From an optimization exercise on the open Yosys and OpenROAD flow, aimed at small area; shortcuts taken in it are not production practice.
In this exercise RTL edits were held to simulation tests only and were not proved equivalent to the original.

--- flow/design.v ---
module vgaSync(clk, rst, hsync, vsync, video_on, p_tick, pixel_x, pixel_y);
input clk, rst;
output hsync, vsync, video_on, p_tick;
output [9:0] pixel_x, pixel_y;
parameter HD = 640;  
parameter HF = 48;  
parameter HB = 16;  
parameter HR = 96;  
parameter VD = 480;  
parameter VF = 10;  
parameter VB = 33;  
parameter VR = 2;  
reg mod2;
wire mod2Next;
reg [9:0] h_count, h_countNext;
reg [9:0] v_count, v_countNext;
reg v_sync, h_sync;
wire v_syncNext, h_syncNext;
wire h_end, v_end, pixel_tick;
always @(posedge clk) begin
		mod2 <= mod2Next;
		v_count <= v_countNext;
		h_count <= h_countNext;
		v_sync <= v_syncNext;
		h_sync <= h_syncNext;
end
assign mod2Next = rst ? 0 : ~mod2;
assign pixel_tick = mod2;
assign h_end = (h_count == (HD+HF+HB+HR-1));
assign v_end = (v_count == (VD+VF+VB+VR-1));
always @(*) begin
	h_countNext = h_count;
	if(rst)
		h_countNext = 0;
	else if(pixel_tick)  
		if(h_end)
			h_countNext = 0;
		else
			h_countNext = h_count + 1;
end
always @(*) begin
	v_countNext = v_count;
	if(rst)
		v_countNext = 0;
	else if(pixel_tick & h_end)
		if(v_end)
			v_countNext = 0;
		else
			v_countNext = v_count + 1;
end
assign h_syncNext = rst ? 0 : (h_count >= (HD+HB) && h_count <= (HD+HB+HR-1));
assign v_syncNext = rst ? 0 : (v_count >= (VD+VB) && v_count <= (VD+VB+VR-1));
assign video_on = (h_count < HD) && (v_count < VD);
assign hsync = h_sync;
assign vsync = v_sync;
assign p_tick = mod2;
assign pixel_x = h_count;
assign pixel_y = v_count;
endmodule
module pixelGeneration(clk, rst, push, pixel_x, pixel_y, video_on, rgb);
input clk, rst;
input [2:0] push;
input [9:0] pixel_x, pixel_y;
input video_on;
output reg [2:0] rgb;
wire ball_on, border_circle, handle_on ,refr_tick;
reg handle_pixel;
localparam MAX_X = 640;
localparam MAX_Y = 480;
localparam ROD_L = 16;
localparam BALL_RADIUS = 16;
localparam BIG_BALL_RADIUS = 27;
localparam BALL_VEL = 5;
reg [1:0] state, stateNext;
wire [17:0] expanded_x, expanded_y;
wire [9:0] ball_x_left, ball_x_right, ball_y_top, ball_y_bottom;
reg [9:0] ball_y_cent, ball_y_cent_next, diffX, diffY;
reg [9:0] ball_x_cent, ball_x_cent_next;
reg direction_y, direction_x, direction_yNext, direction_xNext;
reg [1:0] quadrant, quadrant_next;
reg [7:0] angle, angle_next;
wire [7:0] tan;
LUT_TAN lut(angle, tan);
always @(posedge clk) begin
	if(rst) begin
		ball_y_cent <= 240;
		ball_x_cent <= 320;
		direction_y <= 0;  
		direction_x <= 0;  
		quadrant <= 0;
		angle <= 0;
		state <= 0;
	end
	else begin
		ball_y_cent <= ball_y_cent_next;
		ball_x_cent <= ball_x_cent_next;
		direction_y <= direction_yNext;
		direction_x <= direction_xNext;
		quadrant <= quadrant_next;
		angle <= angle_next;
		state <= stateNext;
	end
end
assign refr_tick = (pixel_y == 481) && (pixel_x == 0);
assign ball_y_top = ball_y_cent - BALL_RADIUS + 1;
assign ball_x_left = ball_x_cent - BALL_RADIUS + 1;
assign ball_y_bottom = ball_y_cent + BALL_RADIUS - 1;
assign ball_x_right = ball_x_cent + BALL_RADIUS - 1;
always @(*) begin
	rgb = 3'b000;
	if(video_on) begin
		if(handle_on)
			rgb = 3'b000;
		else begin 
			if(ball_on)
				rgb = 3'b011;
			else	
				rgb = 3'b110;
		end
	end
end
assign ball_on = ((BALL_RADIUS * BALL_RADIUS) > ((pixel_x - ball_x_cent)*(pixel_x - ball_x_cent))
									+ ((pixel_y - ball_y_cent)*(pixel_y - ball_y_cent)));
assign border_circle = ((BIG_BALL_RADIUS * BIG_BALL_RADIUS) > ((pixel_x - ball_x_cent)*(pixel_x - ball_x_cent))
									+ ((pixel_y - ball_y_cent)*(pixel_y - ball_y_cent))); 									
assign handle_on = handle_pixel && border_circle;
assign expanded_x = diffX*tan;  
assign expanded_y = diffY*tan;  
always @(*) begin
	ball_y_cent_next = ball_y_cent;
	ball_x_cent_next = ball_x_cent;
	direction_xNext = direction_x;
	direction_yNext = direction_y;
	quadrant_next = quadrant;
	angle_next = angle;
	stateNext = state;
	handle_pixel = 1'b0;
	diffX = 10'd0;
	diffY = 10'd0;
	if(ball_x_right >= (MAX_X-8))
		direction_xNext = 1;  
	else if (0 >= ball_x_left)
		direction_xNext = 0;  
	if (ball_y_bottom >= MAX_Y)
		direction_yNext = 0;  
	else if (5 >= ball_y_top)
		direction_yNext = 1;  
	if(refr_tick) begin		
		if (push[0] && (~direction_x)) begin
			ball_x_cent_next = ball_x_cent + BALL_VEL;  
		end 
		else if (push[0] && (direction_x)) begin
			if(ball_x_left < BALL_VEL) begin
				ball_x_cent_next = BALL_RADIUS - 1 ;  
			end
			else begin  
				ball_x_cent_next = ball_x_cent - BALL_VEL; 
			end
		end
		else if (push[1] && (direction_y)) begin
			ball_y_cent_next = ball_y_cent + BALL_VEL;  
		end
		else if (push[1] && (~direction_y)) begin
			ball_y_cent_next = ball_y_cent - BALL_VEL;  
		end
		if(push[2]) begin
			if(state == 0)begin
				if(angle < 23)
					angle_next = angle + 1;
				else
					stateNext = state + 1;
			end
			else if(state == 1) begin		
				if(angle > 0)
					angle_next = angle - 1;
				else begin
					stateNext = state + 1;
					quadrant_next = quadrant + 1;
				end
			end
			else if(state == 2)begin
				if(angle < 23)
					angle_next = angle + 1;
				else
					stateNext = state + 1;
			end
			else if(state == 3) begin		
				if(angle > 0)
					angle_next = angle - 1;
				else begin
					stateNext = state + 1;
					quadrant_next = quadrant + 1;
				end
			end
		end
	end	 
	case(quadrant)
		0:begin 
			diffX = pixel_x-ball_x_cent;
			diffY = ball_y_cent-pixel_y;
			if ((state == 0) || (state == 3)) begin	
				handle_pixel =
					(expanded_x[17:7]-1 == diffY)
				|| (expanded_x[17:7] == diffY)
				|| (expanded_x[17:7]+1 == diffY);
			end
			else if ((state == 1) || (state == 2))begin
				handle_pixel =
					(expanded_y[17:7]-1 == diffX)
				|| (expanded_y[17:7] == diffX)
				|| (expanded_y[17:7]+1 == diffX);
			end
		end
		1:begin
			diffX = ball_x_cent-pixel_x;
			diffY = ball_y_cent-pixel_y;
			if ((state == 0) || (state == 3)) begin	
				handle_pixel =
					(expanded_x[17:7]-1 == diffY)
				|| (expanded_x[17:7] == diffY)
				|| (expanded_x[17:7]+1 == diffY);
			end
			else if ((state == 1) || (state == 2))begin
				handle_pixel =
					(expanded_y[17:7]-1 == diffX)
				|| (expanded_y[17:7] == diffX)
				|| (expanded_y[17:7]+1 == diffX);
			end
		end
		2:begin
			diffX = ball_x_cent-pixel_x;
			diffY = pixel_y-ball_y_cent;
			if ((state == 0) || (state == 3)) begin	
				handle_pixel =
					(expanded_x[17:7]-1 == diffY)
				|| (expanded_x[17:7] == diffY)
				|| (expanded_x[17:7]+1 == diffY);
			end
			else if ((state == 1) || (state == 2))begin
				handle_pixel =
					(expanded_y[17:7]-1 == diffX)
				|| (expanded_y[17:7] == diffX)
				|| (expanded_y[17:7]+1 == diffX);
			end	
		end
		3:begin
			diffX = pixel_x-ball_x_cent;
			diffY = pixel_y-ball_y_cent;
			if ((state == 0) || (state == 3)) begin	
				handle_pixel =
					(expanded_x[17:7]-1 == diffY)
				|| (expanded_x[17:7] == diffY)
				|| (expanded_x[17:7]+1 == diffY);
			end
			else if ((state == 1) || (state == 2))begin
				handle_pixel =
					(expanded_y[17:7]-1 == diffX)
				|| (expanded_y[17:7] == diffX)
				|| (expanded_y[17:7]+1 == diffX);
			end	
		end
	endcase
	if(refr_tick) begin		
		if (push[0] && (~direction_x)) begin
			ball_x_cent_next = ball_x_cent + BALL_VEL;  
		end 
		else if (push[0] && (direction_x)) begin
			if(ball_x_left < BALL_VEL) begin
				ball_x_cent_next = BALL_RADIUS - 1 ;  
			end
			else begin  
				ball_x_cent_next = ball_x_cent - BALL_VEL; 
			end
		end
		else if (push[1] && (direction_y)) begin
			ball_y_cent_next = ball_y_cent + BALL_VEL;  
		end
		else if (push[1] && (~direction_y)) begin
			ball_y_cent_next = ball_y_cent - BALL_VEL;  
		end
	end
end
endmodule
module LUT_TAN (angle, tan_scale);
input [7:0] angle;
output reg [7:0] tan_scale;
always @(*)
   case(angle)
       0: tan_scale = 4;   
       1: tan_scale = 7;   
       2: tan_scale = 11;   
       3: tan_scale = 14;  
       4: tan_scale = 18;  
       5: tan_scale = 21;  
       6: tan_scale = 25;  
       7: tan_scale = 29;  
       8: tan_scale = 33;   
       9: tan_scale = 36;   
       10: tan_scale = 40;   
       11: tan_scale = 45;   
       12: tan_scale = 49;   
       13: tan_scale = 53;   
       14: tan_scale = 58;   
       15: tan_scale = 63;   
       16: tan_scale = 67;   
       17: tan_scale = 73;   
       18: tan_scale = 78;   
       19: tan_scale = 84;   
       20: tan_scale = 90;   
       21: tan_scale = 97;   
       22: tan_scale = 100;  
       default: tan_scale = 100; 
    endcase
endmodule
module project_top_milestone_3(clk, rst, push, hsync, vsync, rgb);
input clk, rst;
input [2:0] push; 
output hsync, vsync;
output [2:0] rgb;
wire video_on;
wire [9:0] pixel_x, pixel_y;
vgaSync vgaSync(.clk(clk), .rst(rst), .hsync(hsync), .vsync(vsync), .video_on(video_on), .p_tick(), .pixel_x(pixel_x), .pixel_y(pixel_y));
pixelGeneration pixelGeneration(.clk(clk), .rst(rst), .push(push), .pixel_x(pixel_x), .pixel_y(pixel_y), .video_on(video_on), .rgb(rgb));
endmodule
--- flow/run.sh ---
#!/bin/bash
# synth_recipe.tcl (not shown) runs the flow's synth.tcl, then flattens the netlist and writes it again
# the make line also repeats each setting of config.mk as NAME=value (left out here)
make -C /OpenROAD-flow-scripts/flow DESIGN_CONFIG=/design/flow/config.mk WORK_HOME=/design/flow/orfs CLKGATE_MAP_FILE= SYNTH_SCRIPT=/design/flow/synth_recipe.tcl finish
--- flow/config.mk ---
export PLATFORM = sky130hd
export DESIGN_NAME = project_top_milestone_3
export DESIGN_NICKNAME = project_top_milestone_3
export VERILOG_FILES = /design/flow/design.v
export SDC_FILE = /design/flow/constraint.sdc
export NUM_CORES = 4
export LEC_CHECK = 0
export CAP_MARGIN = 20
export CORE_MARGIN = 2
export CORE_UTILIZATION = 40
export SLEW_MARGIN = 20
--- flow/constraint.sdc ---
create_clock -name core_clock -period 20.0 [get_ports {clk}]
set_input_delay 4.0000 -clock core_clock [delete_from_list [all_inputs] [get_ports {clk}]]
set_output_delay 4.0000 -clock core_clock [all_outputs]
set_load 0.01 [all_outputs]
==> results.rst <==
.. list-table::
   :header-rows: 1

   * - Metric
     - Value
   * - Clock input transition at the sequential cells of the worst setup and hold paths
     - 0.06 ns
   * - Yosys reg bits
     - 64
   * - Final WL
     - 82500 um
   * - Post-synth top area share
     - 37.72%
   * - Relative slew margins
     - 21.06%
   * - WL/cell
     - 17.91 um
   * - Count of flip-flops with a built-in enable after synthesis
     - 0
   * - Share of the cycle needed by the critical path after routing
     - 86.61%
   * - Vias in the first global route
     - 24092
   * - Ports placed on the boundary
     - 10
   * - Total of hold buffers inserted after clock tree synthesis
     - 0
   * - Residual DRC count
     - 0
   * - Hold WC Path Type
     - reg2reg
   * - Highest fanout seen on the critical path
     - 13
   * - Crit path top cell by count
     - sky130_fd_sc_hd__fa_1
   * - Layer with the highest usage
     - met2
   * - Resize count post-CTS
     - 0
   * - Largest incremental delay on the critical path
     - 0.84 ns
   * - Detailed router's first-iteration violation count
     - 1455
   * - Mapped Avg Cell Area
     - 8.700 um2
   * - Arrival time at the worst endpoint
     - 13.32 ns
   * - Async set-reset flop share out of synthesis
     - 0%
   * - Clock tree from TritonCTS
     - built
   * - Number of I/O port buffers
     - 9
   * - Syn Std Cell Area
     - 31260 um2
   * - Area of the die
     - 80390 um2
   * - Most area-consuming cells after synthesis
     - sky130_fd_sc_hd__fa_1 (38%), sky130_fd_sc_hd__ha_1 (15%), sky130_fd_sc_hd__inv_1 (10%)
   * - Cells after synthesis
     - 3593
   * - Met2 global-route usage
     - 33.77%
   * - Count of endpoints failing setup in the final report
     - 0
   * - Clock tree skew after final layout
     - 0.009206 ns
   * - Largest net degree at the start of global routing
     - 37
   * - Fill cell instance count of the final layout
     - 7711
   * - Global routing met1 resource utilization
     - 30.45%
   * - WP data required
     - 16.00 ns
   * - Effective utilization at floorplan
     - 40.35%
   * - Outcome
     - timing/DRC/antenna clean
   * - Slowest stage cell on the critical path
     - sky130_fd_sc_hd__o21ai_0
   * - Clock root buffer master
     - sky130_fd_sc_hd__clkbuf_16
   * - Vertical extent of the die
     - 283.5 um
   * - Worst skew pair latency
     - 0.34 ns
   * - Detailed-route vias per instance
     - 5.109
   * - Highest clock rate
     - 57.73 MHz
   * - DIE WIDTH
     - 283.5 um
   * - Overall via count from detail_route
     - 23535
   * - First-pass GRT wire length
     - 133700 um
   * - Number of unique standard cell types used by synthesis
     - 102
   * - Worst-case clock buffer depth
     - 2
   * - CP Launch Type
     - register
   * - RSZ-0062 raised after global routing
     - no
   * - Yosys warning total
     - 3
   * - Remaining global-route overflow
     - 0
   * - Final Non-Filler Cells
     - 4607
   * - Multi-input gate area in the final layout
     - 26400 um2
   * - Final hold vios
     - 0
   * - Post-synthesis cell type with the largest combined area
     - sky130_fd_sc_hd__fa_1
   * - Setup TNS after final layout
     - 0 ns
   * - Combined global-route utilization of all metal layers
     - 20.84%
   * - Clk sink count
     - 64
   * - Slew @ Worst Pin
     - 1.176 ns
   * - Classification of the worst setup path
     - reg2out
   * - Initial antenna violation count
     - 0
   * - Ratio of cells with drive above 1 in the final layout
     - 3.730%
   * - Number of setup buffers added after CTS
     - 0
   * - Inserted Clock Buffers
     - 9
   * - MaxCap Viol Count
     - 0
   * - Crit end category
     - output port
   * - Area inside the core boundary
     - 77470 um2
   * - Final count of pins violating max slew
     - 0
   * - DRT Pass-1 Iters
     - 5
   * - Net count reported at finish
     - 4538
   * - Register Area
     - 1281 um2
   * - Post-detailed-route count of antenna-violating nets
     - 0
   * - Placer Congestion
     - 0.9536
   * - Row count
     - 102
   * - Part of the Yosys area used for sequential elements
     - 4.099%
   * - Met3 Usage GRT
     - 2.548%
   * - Predominant post-synthesis flop cell
     - sky130_fd_sc_hd__dfxtp_1
   * - Area growth from synthesis to layout
     - 5.336%
   * - Number of cells after detailed placement
     - 4591
   * - HPWL reported at the end of detailed placement
     - 71530 um
   * - Final critical delay including setup and external delays
     - 17.32 ns
   * - Net count after synthesis
     - 4569
   * - Level count of the clock H-tree
     - 3
worst max-delay path: cells and delay by family (launching register included):
kind | cells | cell delay [ns]
fa+ha+maj | 13 | 6.13
simple gates | 7 | 1.34
buf+inv | 11 | 2.28
compound gates | 10 | 2.79
flops | 1 | 0.41
cells by family (layout without fill, tap and decap cells):
| logic type | after synthesis | in the layout | synth area share, % |
|---|---|---|---|
| flops | 64 | 64 | 4.099 |
| other cells | 0 | 1 | 0 |
| xor+xnor | 233 | 233 | 6.669 |
| mux | 30 | 30 | 0.9727 |
| fa+ha+maj | 971 | 971 | 53.01 |
| compound gates | 484 | 484 | 10.41 |
| buf+inv | 952 | 925 | 11.54 |
| simple gates | 859 | 859 | 13.29 |
placed cells by master, fill, tap and decap left out, types with 25 or more instances in the layout:
cell type,Yosys,layout
sky130_fd_sc_hd__inv_1,852,852
sky130_fd_sc_hd__fa_1,589,589
sky130_fd_sc_hd__ha_1,382,382
sky130_fd_sc_hd__nor2_1,350,350
sky130_fd_sc_hd__xnor2_1,185,184
sky130_fd_sc_hd__nand2_1,158,157
sky130_fd_sc_hd__a21oi_1,142,141
sky130_fd_sc_hd__o21ai_0,84,84
sky130_fd_sc_hd__dfxtp_1,64,64
sky130_fd_sc_hd__nand3_1,49,49
sky130_fd_sc_hd__nor3_1,47,47
sky130_fd_sc_hd__xor2_1,44,43
sky130_fd_sc_hd__buf_4,1,40
sky130_fd_sc_hd__a21o_1,34,34
sky130_fd_sc_hd__or2_2,32,32
sky130_fd_sc_hd__nand2b_1,29,29
sky130_fd_sc_hd__nand4_1,27,27
sky130_fd_sc_hd__mux2i_1,27,27
sky130_fd_sc_hd__nor4_1,26,26
sky130_fd_sc_hd__a31oi_1,25,25
Yosys cell counts, drive strengths merged, types with 13 or more instances:
cell     number
nand2b       29
a21o         34
nand3        49
a2111oi      13
buf          18
or2          34
ha          382
xor2         45
o21a         24
fa          589
xnor2       186
o21ai        85
and3         24
o211ai       25
dfxtp        64
nor4         28
nor2        350
o31ai        16
inv         856
or3          21
a211oi       26
mux2i        27
and2         21
a21oi       143
clkbuf       73
a31oi        25
nor3         49
nand2       158
nor2b        21
nand4        28
layout make-up:
cell class              count  area share, %
diodes                      1       0.007600
clock buffers              12         0.7790
clock inverters             3         0.1976
inverters                 861          9.816
multi-input cells        2577          80.17
flip-flops and latches     64          3.891
well taps                1040          3.952
repair buffers             49          1.186
routing by layer:
layer / share of wire, % / vias up
li1: - / 11260
met1: 48 / 11713
met2: 46 / 511
met3: 5.2 / 51
met4: 1.2 / 0
met5: 0 / -
worst paths after layout:
kind / from / endpoint / slack [ns] / cells after the start
worst max-delay path: vgaSync.v_count[0]$_SDFFE_PP0P_ / rgb[2] / 2.68 / 41
worst min-delay path: pixelGeneration.angle[7]$_SDFFE_PP0P_ / pixelGeneration.angle[7]$_SDFFE_PP0P_ / 0.49 / 2
worst max register to register: vgaSync.v_count[5]$_SDFFE_PP0P_ / register / 16.28 / 14
worst min register to register: pixelGeneration.angle[7]$_SDFFE_PP0P_ / pixelGeneration.angle[7]$_SDFFE_PP0P_ / 0.49 / 2
stage by stage:
| stage | instance area, um2 | setup WS, ns | hold WS, ns | util, % |
|---|---|---|---|---|
| floorplan | 31260 | 4.512 | 0.4586 | - |
| global placement | 32600 | 3.226 | 0.4755 | 42.08 |
| detailed placement | 32600 | 2.915 | 0.4931 | 42.08 |
| CTS | 32920 | 2.552 | 0.5005 | 42.50 |
| global route | 32920 | 1.771 | 0.5185 | 42.50 |
| finish | 32930 | 2.678 | 0.4945 | 42.50 |

-- port drivers added, routing unchanged --
The results above use ideal ports. As a check the final layout listed here was re-extracted and re-timed, cells and wires unchanged. Step 1 sets driving cells, clkbuf_16 on the clock port and buf_2 on the other inputs (assumed; they add their load-dependent delay and slew). Step 2 moves the port delays by t, midway between the first and last clock arrival at a register: inputs arrive t later, outputs are due t later. That takes back most of the time a late clock gives input paths. Three values: ideal, step 1, step 2; two values: the first two.
shift t [ns]: 0.378
setup slack, ns: 2.678 / 2.634 / 3.011
worst register clock-pin slew, ns: 0.06 / 0.06
After both steps setup and hold are still met in this run. The setup slack of this run moves by -0.044 ns with the drivers and by +0.333 ns with both steps.
